Context: an optimization exercise on an open-source flow, tuned for small area. The choices shown serve that exercise and are no tape-out recipe.
Function was checked by simulation only, so behaviour that the tests miss may differ from the original.

JK:
## gpu_lane
module gpu_lane
(
    input logic clk,
    input logic stall,
    input logic [31:0] instr,
    input logic [3:0] thread_num,
    input logic [17:0] block_idx,
    input logic [8:0] mmu_read_data,
    output logic mmu_write_en,
    output logic mmu_write_force,
    output logic [8:0] mmu_write_data,
    output logic [17:0] mmu_addr,
    output logic [23:0] rgb_val,
    output logic disp_valid
);
Size: roughly 14,000 cells after synthesis, ~130,000 sq um of cells after synthesis.
==> flow/config.mk <==
export PLATFORM = sky130hd
export DESIGN_NAME = gpu_lane
export DESIGN_NICKNAME = gpu_lane
export VERILOG_FILES = /design/flow/design.v
export SDC_FILE = /design/flow/constraint.sdc
export NUM_CORES = 4
export LEC_CHECK = 0
export ABC_AREA = 1
export CAP_MARGIN = 20
export CORE_MARGIN = 2
export CORE_UTILIZATION = 40
export SLEW_MARGIN = 20
export SYNTH_HIERARCHICAL = 1
==> flow/constraint.sdc <==
create_clock -name core_clock -period 12.0 [get_ports {clk}]
set_input_delay 2.4000 -clock core_clock [delete_from_list [all_inputs] [get_ports {clk}]]
set_output_delay 2.4000 -clock core_clock [all_outputs]
set_load 0.01 [all_outputs]
standard.sh (not shown) runs the stock make flow with config.mk's settings and CLKGATE_MAP_FILE= SYNTH_SCRIPT=/design/flow/synth_recipe.tcl, a recipe that flattens the netlist after the stock synthesis.
==> flow/flow/run.sh <==
#!/bin/bash
# Standard layout with two changes:
#  - ABC maps the logic for area (amap) instead of delay: a copy of the ORFS
#    scripts folder with abc_area.script replaced;
#  - clock tree: larger sink clusters and no dummy loads.
set -euo pipefail
here=$(pwd)
rm -rf "$here/scripts_area"
cp -r "$FLOW_HOME/scripts" "$here/scripts_area"
cp "$here/flow/abc_area.script" "$here/scripts_area/abc_area.script"
export SCRIPTS_DIR="$here/scripts_area"
export CTS_ARGS="-sink_clustering_enable -repair_clock_nets -buf_list sky130_fd_sc_hd__clkbuf_8 -dont_use_dummy_load -sink_clustering_size 16 -sink_clustering_max_diameter 60"
bash "$here/standard.sh" > "$here/standard_flow.log" 2>&1
==> flow/flow/abc_area.script <==
strash
dch
amap
topo
dnsize -c
JK | stages: all done | timing, DRC, antenna: all pass
## Diff of input files: MS against JK
diff --git a/flow/flow/run.sh b/flow/flow/run.sh
--- a/flow/flow/run.sh
+++ b/flow/flow/run.sh
@@ -10,4 +10,4 @@
 cp "$here/flow/abc_area.script" "$here/scripts_area/abc_area.script"
 export SCRIPTS_DIR="$here/scripts_area"
-export CTS_ARGS="-sink_clustering_enable -repair_clock_nets -buf_list sky130_fd_sc_hd__clkbuf_8 -dont_use_dummy_load -sink_clustering_size 16 -sink_clustering_max_diameter 60"
+export CTS_ARGS="-sink_clustering_enable -repair_clock_nets -buf_list sky130_fd_sc_hd__clkbuf_8 -dont_use_dummy_load -sink_clustering_size 14 -sink_clustering_max_diameter 55"
 bash "$here/standard.sh" > "$here/standard_flow.log" 2>&1
--- outcome ---
Both conditions hold for MS: the flow ran to the end and the final layout passed the timing, DRC and antenna checks. JK → MS: share of the clock period used by the worst path after layout now sits lower, setup slack after layout went up 0.087 ns, average routed wire per standard cell did not really move, number of clock buffers in the layout shows an increase of 56. Going from JK to MS, tightest hold margin fell by 0.013 ns, final-stage net count now sits higher, final cell count essentially unchanged. Diff JK -> MS: starting density of the core closely matched the old numbers; global-route usage over all layers closely matched the old numbers.

---

gpu_lane, a different RTL version from the one above (not shown whole).
Size in the first run: ~19000 cells after synthesis.
clock: 12.0 ns
lec_check: 0
abc_area: 1
cap_margin: 20
core_margin: 2
core_utilization: 40
slew_margin: 20
synth_hierarchical: 1
run.sh (not shown) runs the stock make flow with config.mk's settings and CLKGATE_MAP_FILE= SYNTH_SCRIPT=/design/flow/synth_recipe.tcl, a recipe that flattens the netlist after the stock synthesis.
Stock flow here: none of the scripts above is used.
Rerun with:
==> flow/flow/run.sh (new file) <==
#!/bin/bash
# Standard layout, except that ABC maps the logic for area (amap) instead of
# delay: a copy of the ORFS scripts folder with abc_area.script replaced.
set -euo pipefail
here=$(pwd)
rm -rf "$here/scripts_area"
cp -r "$FLOW_HOME/scripts" "$here/scripts_area"
cp "$here/flow/abc_area.script" "$here/scripts_area/abc_area.script"
export SCRIPTS_DIR="$here/scripts_area"
bash "$here/standard.sh" > "$here/standard_flow.log" 2>&1
==> flow/flow/abc_area.script (new file) <==
strash
dch
amap
topo
dnsize -c
==> flow/standard.sh (new file) <==
#!/bin/bash
# synth_recipe.tcl (not shown) runs the flow's synth.tcl, then flattens the netlist and writes it again
# the make line also repeats each setting of config.mk as NAME=value (left out here)
make -C /OpenROAD-flow-scripts/flow DESIGN_CONFIG=/design/flow/config.mk WORK_HOME=/design/flow/orfs CLKGATE_MAP_FILE= SYNTH_SCRIPT=/design/flow/synth_recipe.tcl "${@:-finish}"
removed: flow/run.sh
Synthesized area falls by 17%.
Via count falls by 18%.
Design area falls by 14%.
Critical path depth falls by 1.
Clock-buffer cell count falls by 38.
Die area falls by 17%.
Routed wire length falls by 8.7%.
First-iteration DRC count rises by 31%.
Maximum frequency falls by 8.1%.
Worst setup slack is worse by 0.92 ns.
Global-route usage rises by 2.3 points.

==> afterwards: timing with drivers on the ports <==
No port has a modelled driver above. Below, the same layouts with a new extraction and two added sets of constraints. Step 1 assumes that a clkbuf_16 drives the clock port and a buf_2 every other input. Step 2, shift: input delay + t, output delay - t, t = (earliest + latest rising clock arrival at the registers) / 2. This alone moves slack from input paths to output paths. a / b / c = ideal / step 1 / step 2; a / b = the first two.
| run | t, ns | slack for setup (ns) | worst hold slack (ns) | latest minus earliest clock arrival (ns) | worst register clock-pin slew, ns |
|---|---|---|---|---|---|
| JK | 1.149 | 0.656 / 0.656 / 0.656 | 0.285 / 0.285 / 0.285 | 0.205 / 0.204 | 0.11 / 0.11 |
| MS | 1.132 | 0.743 / 0.743 / 0.743 | 0.272 / 0.272 / 0.272 | 0.166 / 0.166 | 0.10 / 0.10 |
| the first run of note 2 | 1.012 | 1.566 / 1.566 / 1.566 | 0.306 / 0.306 / 0.306 | 0.097 / 0.097 | 0.08 / 0.08 |
| the second run of note 2 | 0.963 | 0.647 / 0.647 / 0.647 | 0.275 / 0.275 / 0.275 | 0.099 / 0.099 | 0.07 / 0.07 |
After both steps every run listed still meets setup and hold.
